Source: an optimization exercise on an open RTL-to-GDS flow (aim: small area, a short achievable clock period and few clock cycles). Production flows keep margins and buffers that such runs may drop.
The RTL was checked by simulation tests, not by an equivalence proof against the original design.

$ cat flow/design.v
`timescale 1ns / 1ps
module cpu(
	input clk,rst,
	output [9:0] instr_Addr,
	input [15:0] instr,
	output reg [8:0] data_Addr,
	output reg [15:0] write_data,
	input [15:0] read_data,
	output write_enable
    );
localparam DS = 8;           
localparam DN = 32/DS;       
localparam SS = 4;           
localparam SN = 16/SS;       
integer i;
reg [9:0]  PC;
reg [15:0] IR;
reg [15:0] X, Y, ACC;
reg [3:0]  FL;               
reg [8:0]  SP;
reg        we_r;
reg        e_mem;            
assign instr_Addr   = PC;
assign write_enable = we_r;
reg        busy;
reg [2:0]  cnt;
reg        ph;               
reg        po;               
reg [16:0] R;
reg [31:0] Aq;
reg [15:0] Q;
wire [5:0]  op  = IR[15:10];
wire [15:0] imm = {{7{IR[8]}}, IR[8:0]};
wire isRI = (op==6'd32) | (op==6'd36) | (op==6'd58) | (op==6'd61);
wire isAI = (op==6'd33) | (op==6'd37) | (op==6'd59) | (op==6'd62) | (op==6'd45) |
            (op==6'd47) | (op==6'd49) | (op==6'd51) | (op==6'd53) | (op==6'd55);
wire isSH = (op==6'd40);
wire isDIV = (op==6'd46) | (op==6'd47) | (op==6'd48) | (op==6'd49);
wire isRAD = (op==6'd8);
wire isPOW = (op==6'd9);
reg [1:0] aS, bS;
always @(*) begin
	if (isRI)                 aS = {1'b0, IR[9]};
	else if (isAI | isRAD | isPOW) aS = 2'd2;
	else if (isSH)            aS = IR[6:5];
	else                      aS = IR[9:8];
	if (isRI | isAI | (op==6'd6)) bS = 2'd3;
	else if (isSH)            bS = IR[4] ? 2'd3 : IR[3:2];
	else if (isPOW)           bS = IR[9:8];
	else                      bS = IR[7:6];
end
reg [15:0] srcA, srcB;
always @(*) begin
	case (aS)
		2'd0: srcA = X;
		2'd1: srcA = Y;
		2'd2: srcA = ACC;
		default: srcA = imm;
	endcase
	case (bS)
		2'd0: srcB = X;
		2'd1: srcB = Y;
		2'd2: srcB = ACC;
		default: srcB = imm;
	endcase
end
reg        a_inv, a_cin, a_zero;
reg [15:0] a_opb;
always @(*) begin
	a_inv = 1'b0; a_cin = 1'b0; a_zero = 1'b0; a_opb = srcB;
	case (op)
		6'd36, 6'd37, 6'd38, 6'd58, 6'd59, 6'd60: begin a_inv = 1'b1; a_cin = 1'b1; end
		6'd42: begin a_opb = 16'd1; end
		6'd43: begin a_opb = 16'd1; a_inv = 1'b1; a_cin = 1'b1; end
		6'd57: begin a_opb = srcA; a_inv = 1'b1; a_cin = 1'b1; a_zero = 1'b1; end
		default: ;
	endcase
end
wire [16:0] sum = {1'b0, (a_zero ? 16'd0 : srcA)} + {a_inv, a_opb ^ {16{a_inv}}} + {16'd0, a_cin};
wire        sh_m = IR[4] | IR[1] | IR[0];
wire [15:0] shift_amount = sh_m ? (srcB & 16'h000f) : srcB;
wire [16:0] sign_srcA = {16{srcA[15]}};
reg  [16:0] shift_aid;
reg  [16:0] sh_res;
reg         sh_c;
always @(*) begin
	shift_aid = 17'd0;
	sh_res = 17'd0;
	sh_c = 1'b0;
	case (IR[9:7])
		3'd0: begin
			shift_aid = ({srcA,1'b0}>>shift_amount);
			sh_res = shift_aid[16:1];
			sh_c = shift_aid[0];
		end
		3'd1: begin
			shift_aid = ({1'b0,srcA}<<shift_amount);
			sh_res = shift_aid[15:0];
			sh_c = shift_aid[16];
		end
		3'd2: begin
			shift_aid = ({srcA,1'b0}>>shift_amount) | (sign_srcA<<(16-shift_amount));
			sh_res = shift_aid[16:1];
			sh_c = shift_aid[0];
		end
		3'd3: begin
			shift_aid = ({1'b0,srcA}<<shift_amount) | (sign_srcA>>(16-shift_amount));
			sh_res = shift_aid[15:0];
			sh_c = shift_aid[16];
		end
		3'd4: begin
			sh_res = {1'b0,(srcA>>shift_amount)|(srcA<<(16-shift_amount))};
			sh_c = sh_res[15];
		end
		3'd5: begin
			sh_res = {1'b0,(srcA<<shift_amount)|(srcA>>(16-shift_amount))};
			sh_c = sh_res[0];
		end
		3'd6: begin
			sh_res = ({FL[1],srcA}>>shift_amount) | ({FL[1],srcA}<<(17-shift_amount));
			sh_c = sh_res[16];
		end
		default: begin
			sh_res = ({FL[1],srcA}<<shift_amount) | ({FL[1],srcA}>>(17-shift_amount));
			sh_c = sh_res[16];
		end
	endcase
end
reg signed [16:0] ma, mb;
always @(*) begin
	if (busy) begin
		ma = ph ? {X[15], X} : {1'b0, ACC};
		mb = {Q[15], Q};
	end else begin
		ma = {srcA[15], srcA};
		mb = isPOW ? {srcA[15], srcA} : {srcB[15], srcB};
	end
end
wire signed [33:0] mp = ma * mb;
wire [31:0] mhi = mp[31:0] + {{15{R[16]}}, R};
wire [31:0] dvd = {X, srcA};
wire [31:0] MX  = X[15] ? -dvd : dvd;
wire [15:0] MY  = srcB[15] ? -srcB : srcB;
reg  [15:0] dr;
reg  [31:0] da;
reg  [17:0] dt;
always @(*) begin
	dr = busy ? R[15:0] : 16'd0;
	da = busy ? Aq : MX;
	for (i = 0; i < DS; i = i + 1) begin
		dt = {1'b0, dr, da[31]} - {2'b0, MY};
		if (!dt[17]) dr = dt[15:0];
		else         dr = {dr[14:0], da[31]};
		da = {da[30:0], ~dt[17]};
	end
end
wire [31:0] quo = (X[15] ^ srcB[15]) ? -da : da;
wire [15:0] rem = X[15] ? -dr : dr;
wire        d_ovf = (dvd == 32'h80000000) && (srcB == 16'hffff);
wire        d_z   = (srcB == 16'd0);
reg  [16:0] sr;
reg  [31:0] sa;
reg  [15:0] sq;
reg  [19:0] st;
always @(*) begin
	sr = busy ? R : 17'd0;
	sa = busy ? Aq : {X, ACC};
	sq = busy ? Q : 16'd0;
	for (i = 0; i < SS; i = i + 1) begin
		st = {1'b0, sr, sa[31:30]} - {2'b0, sq, 2'b01};
		if (!st[19]) sr = st[16:0];
		else         sr = {sr[14:0], sa[31:30]};
		sq = {sq[14:0], ~st[19]};
		sa = {sa[29:0], 2'b00};
	end
end
reg [15:0] X_n, Y_n, ACC_n;
reg [3:0]  FL_n;
reg [8:0]  SP_n;
reg        e_fin;
wire [15:0] logic_and = srcA & srcB;
wire [15:0] logic_or  = srcA | srcB;
wire [15:0] logic_xor = srcA ^ srcB;
wire        pe_neg  = srcB[15];
wire        pe_z    = (srcB == 16'd0);
wire        pe_one  = (srcB == 16'd1);
wire        pe_two  = (srcB == 16'd2);
wire        acc_z   = (ACC == 16'd0);
wire        hi_ovf  = ~((mhi[31:15] == 17'd0) || (mhi[31:15] == 17'h1ffff));
always @(*) begin
	X_n = X; Y_n = Y; ACC_n = ACC; FL_n = FL; SP_n = SP;
	e_fin = 1'b1;
	case (op)
		6'd1: if (IR[9]) SP_n = SP - 9'd1;
		      else begin
			SP_n = SP + 9'd1;
			case (IR[8:7])
				2'd0: X_n = read_data;
				2'd1: Y_n = read_data;
				default: ACC_n = read_data;
			endcase
		      end
		6'd2, 6'd4: if (IR[9]) Y_n = read_data; else X_n = read_data;
		6'd6: if (IR[9]) Y_n = imm; else X_n = imm;
		6'd7: case (IR[9:8])
				2'd0: X_n = srcB;
				2'd1: Y_n = srcB;
				default: ACC_n = srcB;
		      endcase
		6'd30: SP_n = SP - 9'd1;
		6'd31: SP_n = SP + 9'd1;
		6'd32, 6'd33, 6'd34: begin
			ACC_n = sum[15:0];
			FL_n = {sum == 17'd0, sum[15], sum[16],
			        (srcA[15]&srcB[15]&(~sum[15]))|((~srcA[15])&(~srcB[15])&sum[15])};
		end
		6'd36, 6'd37, 6'd38, 6'd58, 6'd59, 6'd60: begin
			if (op[4:3] == 2'b00) ACC_n = sum[15:0];
			FL_n = {sum == 17'd0, sum[15], sum[16],
			        (srcA[15]&(~srcB[15])&(~sum[15]))|((~srcA[15])&srcB[15]&sum[15])};
		end
		6'd42, 6'd43: begin
			case (IR[9:8])
				2'd0: X_n = sum[15:0];
				2'd1: Y_n = sum[15:0];
				default: ACC_n = sum[15:0];
			endcase
			FL_n = {sum == 17'd0, sum[15], sum[16],
			        op[0] ? (srcA[15] & ~sum[15]) : (~srcA[15] & sum[15])};
		end
		6'd40: begin
			ACC_n = sh_res[15:0];
			FL_n = {sh_res[15:0] == 16'd0, sh_res[15], sh_c, sh_res[15] != srcA[15]};
		end
		6'd50, 6'd51, 6'd61, 6'd62, 6'd63: begin
			if (op[4] == 1'b1 && op[3] == 1'b0) ACC_n = logic_and;
			FL_n = {logic_and == 16'd0, logic_and[15], FL[1:0]};
		end
		6'd52, 6'd53: begin
			ACC_n = logic_or;
			FL_n = {logic_or == 16'd0, logic_or[15], FL[1:0]};
		end
		6'd54, 6'd55: begin
			ACC_n = logic_xor;
			FL_n = {logic_xor == 16'd0, logic_xor[15], FL[1:0]};
		end
		6'd56: begin
			ACC_n = ~srcA;
			FL_n = {srcA == 16'hffff, ~srcA[15], FL[1:0]};
		end
		6'd57: begin
			ACC_n = sum[15:0];
			FL_n = {sum[15:0] == 16'd0, sum[15], FL[1:0]};
		end
		6'd44, 6'd45: begin
			X_n = mp[31:16]; ACC_n = mp[15:0];
			FL_n = {mp[31:0] == 32'd0, mp[31],
			        (mp[31:15] == 17'd0) || (mp[31:15] == 17'h1ffff),
			        (mp[31:15] == 17'd0) || (mp[31:15] == 17'h1ffff)};
		end
		6'd46, 6'd47: begin
			e_fin = (DN == 1) || (busy && cnt == DN-1);
			if (e_fin) begin
				X_n = quo[31:16]; ACC_n = quo[15:0];
				FL_n = {quo == 32'd0, quo[31], d_z, d_ovf};
			end
		end
		6'd48, 6'd49: begin
			e_fin = (DN == 1) || (busy && cnt == DN-1);
			if (e_fin) begin
				ACC_n = rem;
				FL_n = {rem == 16'd0, rem[15], d_z, d_ovf};
			end
		end
		6'd8: begin
			e_fin = X[15] || (SN == 1) || (busy && cnt == SN-1);
			if (e_fin) begin
				ACC_n = X[15] ? 16'd0 : sq;
				FL_n = X[15] ? 4'b1010 : {sq == 16'd0, sq[15], 1'b0, sq[15]};
			end
		end
		6'd9: begin
			if (!busy) begin
				if (pe_neg) begin
					X_n = 16'd0; ACC_n = 16'd1; FL_n = 4'b0010;
				end else if (pe_z) begin
					X_n = 16'd0; ACC_n = 16'd1; FL_n = {1'b0, 1'b0, acc_z, 1'b0};
				end else if (pe_one) begin
					X_n = {16{ACC[15]}}; ACC_n = ACC;
					FL_n = {acc_z, ACC[15], acc_z, 1'b0};
				end else begin
					X_n = mp[31:16]; ACC_n = mp[15:0];
					FL_n = {mp[31:0] == 32'd0, mp[31], acc_z, 1'b0};
				end
				e_fin = pe_neg | pe_z | pe_one | pe_two;
			end else if (!ph) begin
				ACC_n = mp[15:0];
				e_fin = 1'b0;
			end else begin
				X_n = mhi[15:0];
				e_fin = (Aq[15:0] == 16'd1);
				if (e_fin) FL_n = {{mhi[15:0], ACC} == 32'd0, mhi[15], Q == 16'd0, po | hi_ovf};
			end
		end
		default: ;
	endcase
end
wire [5:0] iop = instr[15:10];
wire       ret_stall = (iop == 6'd31) & e_mem;
wire       Zn = FL_n[3], Nn = FL_n[2], Cn = FL_n[1], On = FL_n[0];
reg        take;
always @(*) begin
	case (iop)
		6'd16: take = 1'b1;
		6'd17: take = Zn;
		6'd18: take = ~Zn;
		6'd19: take = (Nn != On);
		6'd20: take = ~Zn & (On == Nn);
		6'd21: take = Zn | (On != Nn);
		6'd22: take = (Nn == On);
		6'd23: take = Cn;
		6'd24: take = On;
		6'd30: take = 1'b1;
		default: take = 1'b0;
	endcase
end
wire [9:0]  PC1 = PC + 10'd1;
wire [15:0] st_data = instr[9] ? Y_n : X_n;
wire [8:0]  b_addr = (instr[9] ? X_n[8:0] : Y_n[8:0]) + instr[8:0];
reg  [8:0]  da_n;
reg  [15:0] wd_n;
always @(*) begin
	case (iop)
		6'd1:  da_n = instr[9] ? SP_n - 9'd1 : SP_n;
		6'd2, 6'd3: da_n = instr[8:0];
		6'd4, 6'd5: da_n = b_addr;
		6'd30: da_n = SP_n - 9'd1;
		6'd31: da_n = SP_n + 9'd1;
		default: da_n = SP_n;
	endcase
	if (iop == 6'd30) wd_n = {6'd0, PC1};
	else if (iop == 6'd1)
		case (instr[8:7])
			2'd0: wd_n = X_n;
			2'd1: wd_n = Y_n;
			2'd2: wd_n = ACC_n;
			default: wd_n = {6'd0, PC1};
		endcase
	else wd_n = st_data;
end
wire we_n  = ((iop == 6'd1) & instr[9]) | (iop == 6'd3) | (iop == 6'd5) | (iop == 6'd30);
wire mem_n = (iop == 6'd1) | (iop == 6'd2) | (iop == 6'd3) | (iop == 6'd4) | (iop == 6'd5) | (iop == 6'd30);
always @(posedge clk) begin
	if (rst) begin
		PC <= 10'd0; IR <= 16'd0;
		X <= 16'd0; Y <= 16'd0; ACC <= 16'd0; FL <= 4'd0; SP <= 9'd0;
		we_r <= 1'b0; e_mem <= 1'b0; data_Addr <= 9'd0; write_data <= 16'd0;
		busy <= 1'b0; cnt <= 3'd0; ph <= 1'b0; po <= 1'b0;
	end else begin
		X <= X_n; Y <= Y_n; ACC <= ACC_n; FL <= FL_n; SP <= SP_n;
		if (e_fin) begin
			if (ret_stall) begin
				IR <= 16'd0;
				we_r <= 1'b0;
				e_mem <= 1'b0;
				data_Addr <= SP_n;
			end else begin
				IR <= instr;
				PC <= (iop == 6'd31) ? read_data[9:0] : take ? instr[9:0] : PC1;
				we_r <= we_n;
				e_mem <= mem_n;
				data_Addr <= da_n;
				write_data <= wd_n;
			end
		end
		if (e_fin) begin
			busy <= 1'b0; cnt <= 3'd0; ph <= 1'b0;
		end else begin
			busy <= 1'b1; cnt <= cnt + 3'd1;
		end
		if (isDIV) begin
			R <= {1'b0, dr}; Aq <= da;
		end
		if (isRAD) begin
			R <= sr; Aq <= sa; Q <= sq;
		end
		if (isPOW) begin
			if (!busy) begin
				Q <= ACC; Aq[15:0] <= srcB - 16'd2; po <= 1'b0;
			end else if (!ph) begin
				R <= mp[32:16]; ph <= 1'b1;
			end else begin
				po <= po | hi_ovf; Aq[15:0] <= Aq[15:0] - 16'd1; ph <= 1'b0;
			end
		end
	end
end
endmodule
$ cat flow/run.sh
#!/bin/bash
# synth_recipe.tcl (not shown) runs the flow's synth.tcl, then flattens the netlist and writes it again
# the make line also repeats each setting of config.mk as NAME=value (left out here)
make -C /OpenROAD-flow-scripts/flow DESIGN_CONFIG=/design/flow/config.mk WORK_HOME=/design/flow/orfs CLKGATE_MAP_FILE= SYNTH_SCRIPT=/design/flow/synth_recipe.tcl finish
$ cat flow/config.mk
export PLATFORM = sky130hd
export DESIGN_NAME = cpu
export DESIGN_NICKNAME = cpu
export VERILOG_FILES = /design/flow/design.v
export SDC_FILE = /design/flow/constraint.sdc
export NUM_CORES = 4
export LEC_CHECK = 0
export CAP_MARGIN = 20
export CORE_MARGIN = 2
export CORE_UTILIZATION = 40
export SLEW_MARGIN = 20
$ cat flow/constraint.sdc
create_clock -name core_clock -period 165.0 [get_ports {clk}]
set_input_delay 33.0000 -clock core_clock [delete_from_list [all_inputs] [get_ports {clk}]]
set_output_delay 33.0000 -clock core_clock [all_outputs]
set_load 0.01 [all_outputs]
==> flow_metrics.env <==
export IMPL_final_nets=7955
export IMPL_status="finished clean"
export IMPL_postRouteAntennaNets=0
export IMPL_antenna_found_initial=34
export IMPL_cts_tree="built"
export IMPL_ys_ff_latch=185
export IMPL_crit_buf_inv=7
export IMPL_layout_commonest_cell="nor2_1"
export IMPL_gp_congestion=1.190
export IMPL_die_h_um=360.4
export IMPL_core_area_sq_um=125900
export IMPL_setup_tns_ns=0
export IMPL_numCtsBuffers=17
export IMPL_place_area_sq_um=54230
export IMPL_busiest_layer="met2"
export IMPL_slowest_delay_ns=0.92
export IMPL_max_freq_mhz=23.13
export IMPL_drc=0
export IMPL_avgSynthCellArea_sq_um=6.965
export IMPL_final_cell_mix="873 x nor2_1, 866 x nand2_1, 657 x a21oi_1"
export IMPL_grt_overflow=0
export IMPL_finalSetupViolCount=0
export IMPL_hpwl_mm=226.5
export IMPL_grt_pass1_wl_mm=414.6
export IMPL_ys_seq_area_share_pct=8.572
export IMPL_critPathSlowestCell="or4_1"
export IMPL_use_met3_pct=15.37
export IMPL_yosysWarningCount=1
export IMPL_cp_start_kind="flop"
export IMPL_rsz0062_at_grt="false"
export IMPL_ys_types=119
export IMPL_period_share_pct=26.21
export IMPL_vias_per_cell=6.856
export IMPL_synth_area_sq_um=50800
export IMPL_clk_latency_ns=0.52
export IMPL_drive_above_1_share_pct=7.519
export IMPL_cpMostUsedCell="o21ai_0"
export IMPL_rows=130
export IMPL_grt_max_degree=124
export IMPL_synth_edf_count=65
export IMPL_cp_max_fo=37
export IMPL_path_class="flop to flop"
export IMPL_crit_family="compound AO/OA/AOI/OAI gates"
export IMPL_relSlewSlack_pct=9.252
export IMPL_final_area_sq_um=54900
export IMPL_grt_pass1_vias=55610
export IMPL_drv_cap=0
export IMPL_initial_core_util_pct=40.35
export IMPL_htreeDepth=4
export IMPL_slew_violations=0
export IMPL_critPathRequiredTime_ns=165.38
export IMPL_whs_ns=0.4355
export IMPL_die_area_sq_um=129900
export IMPL_boundaryPins=70
export IMPL_arrival_ns=43.63
export IMPL_use_met1_pct=56.55
export IMPL_vias=61080
export IMPL_skew_ns=0.02310
export IMPL_cts_path_max_buffers=2
export IMPL_worst_slew_pin_slew_ns=1.357
export IMPL_synth_nets=8013
export IMPL_clk_pin_slew_ns=0.09
export IMPL_syn_inst=7293
export IMPL_clockRootBuffer="clkbuf_16"
export IMPL_cts_repair_resized=0
export IMPL_postCtsHoldBufs=0
export IMPL_clkSinkCount=185
export IMPL_grt_usage_pct=43.92
export IMPL_async_flop_share_pct=0
export IMPL_fillCellCount=13280
export IMPL_area_delta_synth_final_pct=8.084
export IMPL_portBuffers=69
export IMPL_hold_viol=0
export IMPL_fin_util_pct=43.61
export IMPL_grt_util_met2_pct=61.42
export IMPL_die_x_um=360.4
export IMPL_drt_initial_drc_count=9869
export IMPL_postCtsSetupRepairBufs=0
export IMPL_routed_wl_mm=296.4
export IMPL_end_kind="flop"
export IMPL_synthFlopType="dfxtp_1"
export IMPL_wire_per_inst_um=33.27
export IMPL_min_path_type="flop to flop"
export IMPL_fin_crit_ns=43.24
export IMPL_dr_pass1_iters=9
-- metal layers --
| layer | up-vias | routed length (um) |
|---|---|---|
| met5 | - | 408 |
| met4 | 38 | 24880 |
| met3 | 1227 | 40200 |
| met2 | 4635 | 117000 |
| met1 | 29300 | 113900 |
| li1 | 25890 | - |
-- worst paths after layout --
check        startpoint  cells after the start            to  slack, ns
max              IR[10]                    175  data_Addr[8]     121.76
min              cnt[0]                      1        cnt[0]       0.44
max reg2reg      IR[10]                    175  data_Addr[8]     121.76
min reg2reg      cnt[0]                      1        cnt[0]       0.44
-- synth_stat cells, drive strengths merged (56+ instances only) --
| master | n | area share, % |
|---|---|---|
| buf | 75 | 0.64 |
| mux2 | 71 | 1.6 |
| a21boi | 68 | 1.0 |
| fa | 301 | 12 |
| o22ai | 74 | 0.91 |
| nor3 | 151 | 1.5 |
| a31oi | 69 | 0.87 |
| dfxtp | 120 | 4.7 |
| xor2 | 91 | 1.6 |
| a221oi | 65 | 1.2 |
| clkbuf | 360 | 2.7 |
| nor2b | 56 | 0.69 |
| o21ai | 613 | 6.1 |
| inv | 532 | 3.9 |
| nor4 | 62 | 0.81 |
| a21o | 74 | 1.1 |
| nand2b | 60 | 0.74 |
| o211ai | 68 | 1.0 |
| and2 | 72 | 0.89 |
| edfxtp | 65 | 3.8 |
| a21oi | 661 | 6.5 |
| ha | 385 | 9.5 |
| nor2 | 881 | 6.5 |
| nand3 | 122 | 1.2 |
| mux2i | 162 | 3.2 |
| a211oi | 88 | 1.3 |
| nand2 | 868 | 6.4 |
| xnor2 | 270 | 4.7 |
-- worst register-to-register path, delay by kind of cell, from the launching register on --
family                     cells  cell delay, ns
and+or+nand+nor               36           10.39
buffers and inverters          7            1.83
AOI/OAI and AO/OA            111           23.68
xor gates and xnor gates       3            0.59
adders and majority gates     11            3.14
muxes                          7            3.03
DFF                            1            0.51
-- cell type report --
cell class | count | area [sq um] | area share (%)
multi-input combinational | 6129 | 42950 | 78.23
sequential | 185 | 4363 | 7.947
timing repair buffer | 358 | 2873 | 5.232
tap | 1650 | 2064 | 3.760
inverter | 544 | 2042 | 3.719
clock buffer | 18 | 429.2 | 0.7817
clock inverter | 14 | 153.9 | 0.2803
antenna | 11 | 27.53 | 0.05014
-- through the flow --
step | setup slack (ns) | std cells
6_report | 121.76 | 8909
5_1_grt | 117.38 | 8898
4_1_cts | 122.68 | 8895
3_5_place_dp | 122.92 | 8863
3_3_place_gp | 123.66 | 8863
2_1_floorplan | 128.39 | 7293
-- cell families (layout without fill, tap and decap cells) --
| family | after synthesis | in the layout | share of synthesized area (%) |
|---|---|---|---|
| and+or+nand+nor | 2531 | 2531 | 22.38 |
| AOI/OAI and AO/OA | 2310 | 2310 | 29.00 |
| buffers and inverters | 979 | 934 | 7.321 |
| adders and majority gates | 686 | 686 | 21.35 |
| xor gates and xnor gates | 361 | 361 | 6.254 |
| muxes | 241 | 241 | 5.128 |
| DFF | 185 | 185 | 8.572 |
| other | 0 | 11 | 0 |
-- registers in the layout, summed over array words and instances, names as in the netlist --
register    flops
ACC            16
ph              1
po              1
we_r            1
Aq             32
X              16
Q              16
data_Addr       9
R              17
SP              9
cnt             3
Y              16
busy            1
FL              4
IR             16
write_data     16
e_mem           1
PC             10
Testbench counts, summed over its fixed seeds: cycles 33,786.

[re-timing with driven ports]
In the flow no input, the clock included, has a driving cell. The finished layout below was timed again as built, in two steps. Step 1 assumes that a clkbuf_16 drives the clock port and a buf_2 every other input. Step 2 moves the port delays by t, midway between the first and last clock arrival at a register: inputs arrive t later, outputs are due t later. That takes back most of the time a late clock gives input paths. Three values: no drivers, after step 1, after step 2; two values: the first two.
t (ns): 0.577
setup slack, ns: 121.757 / 121.757 / 121.757
clock arrival spread, ns: 0.023 / 0.023
After both steps this run still meets setup and hold. For this run, drivers alone change the setup slack by 0.000 ns; drivers and shift together by 0.000 ns.
